Context: an optimization exercise on an open-source flow, tuned for small area and a short achievable clock period. The choices shown serve that exercise and are no tape-out recipe. Only simulation tests tie the RTL to the original design; equivalence was not proved.

==> delta <==
// reduce_prime2r
module reduce_prime2r(
    input               clk,rst_n,
    input [69:0]        c,
    output reg [24:0]   res
    );
clock: 5.3 ns
lec_check: 0
cap_margin: 20
core_margin: 2
core_utilization: 60
cts_buf_list: sky130_fd_sc_hd__clkbuf_4 sky130_fd_sc_hd__clkbuf_8
place_density: 0.75
setup_slack_margin: 2.8
slew_margin: 20
synth_hierarchical: 1
standard.sh (not shown) runs the stock make flow with config.mk's settings and CLKGATE_MAP_FILE= SYNTH_SCRIPT=/design/flow/synth_recipe.tcl, a recipe that flattens the netlist after the stock synthesis.
==> flow/flow/run.sh <==
#!/bin/bash
set -euo pipefail
export BUFFER_PORTS_ARGS="-buffer_cell sky130_fd_sc_hd__buf_1"
bash standard.sh > standard_flow.log 2>&1
==> inputs of pepper, as changes to delta <==
--- a/flow/design.v
+++ b/flow/design.v
@@ -447,90 +447,112 @@
   assign n207 = ~n203;
   fa_cell u_fa80 (.a(n207), .b(n199), .c(n205), .s(n208), .co(n209));
   assign n210 = c[60] ^ c[65];
   assign n211 = n210;
   assign n212 = n204 ^ n211;
   assign n213 = n212 ^ n206;
   assign n214 = c[0] | ~c[24];
-  gpn_cell u_gp1 (.a(c[1]), .b(~c[25]), .ng(n215), .nt(n216));
-  gpn_cell u_gp2 (.a(c[2]), .b(~c[26]), .ng(n217), .nt(n218));
-  gpn_cell u_gp3 (.a(c[3]), .b(~c[27]), .ng(n219), .nt(n220));
-  gpn_cell u_gp4 (.a(c[4]), .b(~c[28]), .ng(n221), .nt(n222));
-  gpn_cell u_gp5 (.a(c[5]), .b(~c[29]), .ng(n223), .nt(n224));
-  gpn_cell u_gp7 (.a(n5), .b(n3), .ng(n225), .nt(n226));
-  gpn_cell u_gp8 (.a(n8), .b(n6), .ng(n227), .nt(n228));
-  gpn_cell u_gp9 (.a(n11), .b(n9), .ng(n229), .nt(n230));
-  gpn_cell u_gp10 (.a(n14), .b(n12), .ng(n231), .nt(n232));
-  gpn_cell u_gp11 (.a(n17), .b(n15), .ng(n233), .nt(n234));
-  gpn_cell u_gp12 (.a(n20), .b(n18), .ng(n235), .nt(n236));
-  gpn_cell u_gp13 (.a(n23), .b(n21), .ng(n237), .nt(n238));
-  gpn_cell u_gp14 (.a(n26), .b(n24), .ng(n239), .nt(n240));
-  gpn_cell u_gp15 (.a(n29), .b(n27), .ng(n241), .nt(n242));
-  gpn_cell u_gp16 (.a(n32), .b(n30), .ng(n243), .nt(n244));
-  gpn_cell u_gp17 (.a(n35), .b(n33), .ng(n245), .nt(n246));
-  gpn_cell u_gp18 (.a(n38), .b(n36), .ng(n247), .nt(n248));
-  gpn_cell u_gp19 (.a(n41), .b(n39), .ng(n249), .nt(n250));
-  gpn_cell u_gp20 (.a(n44), .b(n42), .ng(n251), .nt(n252));
-  gpn_cell u_gp21 (.a(n47), .b(n45), .ng(n253), .nt(n254));
-  gpn_cell u_gp22 (.a(n50), .b(n48), .ng(n255), .nt(n256));
-  gpn_cell u_gp23 (.a(n53), .b(n51), .ng(n257), .nt(n258));
-  assign n259 = ~n215 | (~n216 & n214);
-  assign n260 = ~n216 & 1'b1;
-  assign n261 = ~n219 | (~n220 & ~n217);
-  assign n262 = ~n220 & ~n218;
-  assign n263 = ~n223 | (~n224 & ~n221);
-  assign n264 = ~n224 & ~n222;
-  assign n265 = ~n217 | (~n218 & n259);
-  assign n266 = ~n218 & n260;
+  assign n215 = c[1] & ~c[25];
+  assign n216 = c[1] ^ ~c[25];
+  assign n217 = c[2] & ~c[26];
+  assign n218 = c[2] ^ ~c[26];
+  assign n219 = c[3] & ~c[27];
+  assign n220 = c[3] ^ ~c[27];
+  assign n221 = c[4] & ~c[28];
+  assign n222 = c[4] ^ ~c[28];
+  assign n223 = c[5] & ~c[29];
+  assign n224 = c[5] ^ ~c[29];
+  assign n225 = n5 & n3;
+  assign n226 = n5 ^ n3;
+  assign n227 = n8 & n6;
+  assign n228 = n8 ^ n6;
+  assign n229 = n11 & n9;
+  assign n230 = n11 ^ n9;
+  assign n231 = n14 & n12;
+  assign n232 = n14 ^ n12;
+  assign n233 = n17 & n15;
+  assign n234 = n17 ^ n15;
+  assign n235 = n20 & n18;
+  assign n236 = n20 ^ n18;
+  assign n237 = n23 & n21;
+  assign n238 = n23 ^ n21;
+  assign n239 = n26 & n24;
+  assign n240 = n26 ^ n24;
+  assign n241 = n29 & n27;
+  assign n242 = n29 ^ n27;
+  assign n243 = n32 & n30;
+  assign n244 = n32 ^ n30;
+  assign n245 = n35 & n33;
+  assign n246 = n35 ^ n33;
+  assign n247 = n38 & n36;
+  assign n248 = n38 ^ n36;
+  assign n249 = n41 & n39;
+  assign n250 = n41 ^ n39;
+  assign n251 = n44 & n42;
+  assign n252 = n44 ^ n42;
+  assign n253 = n47 & n45;
+  assign n254 = n47 ^ n45;
+  assign n255 = n50 & n48;
+  assign n256 = n50 ^ n48;
+  assign n257 = n53 & n51;
+  assign n258 = n53 ^ n51;
+  assign n259 = n215 | (n216 & n214);
+  assign n260 = n216 & 1'b1;
+  assign n261 = n219 | (n220 & n217);
+  assign n262 = n220 & n218;
+  assign n263 = n223 | (n224 & n221);
+  assign n264 = n224 & n222;
+  assign n265 = n217 | (n218 & n259);
+  assign n266 = n218 & n260;
   assign n267 = n261 | (n262 & n259);
   assign n268 = n262 & n260;
-  assign n269 = ~n221 | (~n222 & n267);
-  assign n270 = ~n222 & n268;
+  assign n269 = n221 | (n222 & n267);
+  assign n270 = n222 & n268;
   assign n271 = n263 | (n264 & n267);
   assign n272 = n264 & n268;
-  assign n273 = ~n225 | (~n226 & 1'b0);
-  assign n274 = ~n226 & n2;
-  assign n275 = ~n229 | (~n230 & ~n227);
-  assign n276 = ~n230 & ~n228;
-  assign n277 = ~n233 | (~n234 & ~n231);
-  assign n278 = ~n234 & ~n232;
-  assign n279 = ~n227 | (~n228 & n273);
-  assign n280 = ~n228 & n274;
+  assign n273 = n225 | (n226 & 1'b0);
+  assign n274 = n226 & n2;
+  assign n275 = n229 | (n230 & n227);
+  assign n276 = n230 & n228;
+  assign n277 = n233 | (n234 & n231);
+  assign n278 = n234 & n232;
+  assign n279 = n227 | (n228 & n273);
+  assign n280 = n228 & n274;
   assign n281 = n275 | (n276 & n273);
   assign n282 = n276 & n274;
-  assign n283 = ~n231 | (~n232 & n281);
-  assign n284 = ~n232 & n282;
+  assign n283 = n231 | (n232 & n281);
+  assign n284 = n232 & n282;
   assign n285 = n277 | (n278 & n281);
   assign n286 = n278 & n282;
-  assign n287 = ~n237 | (~n238 & ~n235);
-  assign n288 = ~n238 & ~n236;
-  assign n289 = ~n241 | (~n242 & ~n239);
-  assign n290 = ~n242 & ~n240;
-  assign n291 = ~n245 | (~n246 & ~n243);
-  assign n292 = ~n246 & ~n244;
-  assign n293 = ~n239 | (~n240 & n287);
-  assign n294 = ~n240 & n288;
+  assign n287 = n237 | (n238 & n235);
+  assign n288 = n238 & n236;
+  assign n289 = n241 | (n242 & n239);
+  assign n290 = n242 & n240;
+  assign n291 = n245 | (n246 & n243);
+  assign n292 = n246 & n244;
+  assign n293 = n239 | (n240 & n287);
+  assign n294 = n240 & n288;
   assign n295 = n289 | (n290 & n287);
   assign n296 = n290 & n288;
-  assign n297 = ~n243 | (~n244 & n295);
-  assign n298 = ~n244 & n296;
+  assign n297 = n243 | (n244 & n295);
+  assign n298 = n244 & n296;
   assign n299 = n291 | (n292 & n295);
   assign n300 = n292 & n296;
-  assign n301 = ~n249 | (~n250 & ~n247);
-  assign n302 = ~n250 & ~n248;
-  assign n303 = ~n253 | (~n254 & ~n251);
-  assign n304 = ~n254 & ~n252;
-  assign n305 = ~n257 | (~n258 & ~n255);
-  assign n306 = ~n258 & ~n256;
-  assign n307 = ~n251 | (~n252 & n301);
-  assign n308 = ~n252 & n302;
+  assign n301 = n249 | (n250 & n247);
+  assign n302 = n250 & n248;
+  assign n303 = n253 | (n254 & n251);
+  assign n304 = n254 & n252;
+  assign n305 = n257 | (n258 & n255);
+  assign n306 = n258 & n256;
+  assign n307 = n251 | (n252 & n301);
+  assign n308 = n252 & n302;
   assign n309 = n303 | (n304 & n301);
   assign n310 = n304 & n302;
-  assign n311 = ~n255 | (~n256 & n309);
-  assign n312 = ~n256 & n310;
+  assign n311 = n255 | (n256 & n309);
+  assign n312 = n256 & n310;
   assign n313 = n305 | (n306 & n309);
   assign n314 = n306 & n310;
   wire [24:0] wa = {n209, n202, n195, n188, n181, n174, n167, n160, n153, n146, n139, n132, n125, n118, n111, n104, n97, n91, n90, n79, n74, n69, n64, n59, n54};
   wire [24:0] wb = {n213, n208, n201, n194, n187, n180, n173, n166, n159, n152, n145, n138, n131, n124, n117, n110, n103, n96, 1'b0, n83, n78, n73, n68, n63, n58};
   wire wdg0 = n271;
   wire wdg1 = n285;
   wire wdp1 = n286;
@@ -904,11 +926,7 @@
     if (!rst_n) res <= 25'd0;
     else res <= sum;
 endmodule
 module fa_cell(input a, b, c, output s, co);
   assign s = a ^ b ^ c;
   assign co = (a & b) | (a & c) | (b & c);
 endmodule
-module gpn_cell(input a, b, output ng, nt);
-  assign ng = ~(a & b);
-  assign nt = ~(a | b);
-endmodule
Settings changed: CORE_UTILIZATION 60 to 40, PLACE_DENSITY 0.75 to unset.
==> impl_metrics.toml <==
[outcome]
status = "no timing/DRC/antenna violations"

[worst_setup_path]
crit_top_cell = "fa_2"

[yosys]
synth_compound_area_frac = 0.08524
synth_fa_ha_area_frac = 0.3833
synthTopCellsByCount = "fa_1, inv_1, dfxtp_1"

[timing]
fin_skew_ns = 0.01128
The numbers above come from delta.

==> impl_metrics.toml <==
[outcome]
status = "no timing/DRC/antenna violations"

[yosys]
synth_compound_area_frac = 0.08702
synth_fa_ha_area_frac = 0.4239
synth_mux_area_frac = 0

[timing]
fin_skew_ns = 0.007942
The numbers above come from pepper.

## separate check: timing with driven ports
Ports are ideal in the flow. The routed layouts listed here were re-timed in OpenROAD. Step 1 assumes that a clkbuf_16 drives the clock port and a buf_2 every other input. Step 2 also shifts input and output timing later by t, the mid clock arrival at the registers, as if the neighbouring blocks saw the same clock. a / b / c = ideal ports / drivers / drivers and shift; a / b = the first two.
| run | t (ns) | setup slack, ns | worst data-port slew with drivers (ns) |
|---|---|---|---|
| delta | 0.378 | 2.783 / 2.791 / 2.413 | 0.05 |
| pepper | 0.395 | 2.788 / 2.777 / 2.382 | 0.06 |
After both steps setup and hold are still met in every run listed. For pepper, which loses most, drivers alone change the setup slack by -0.011 ns; drivers and shift together by -0.406 ns.
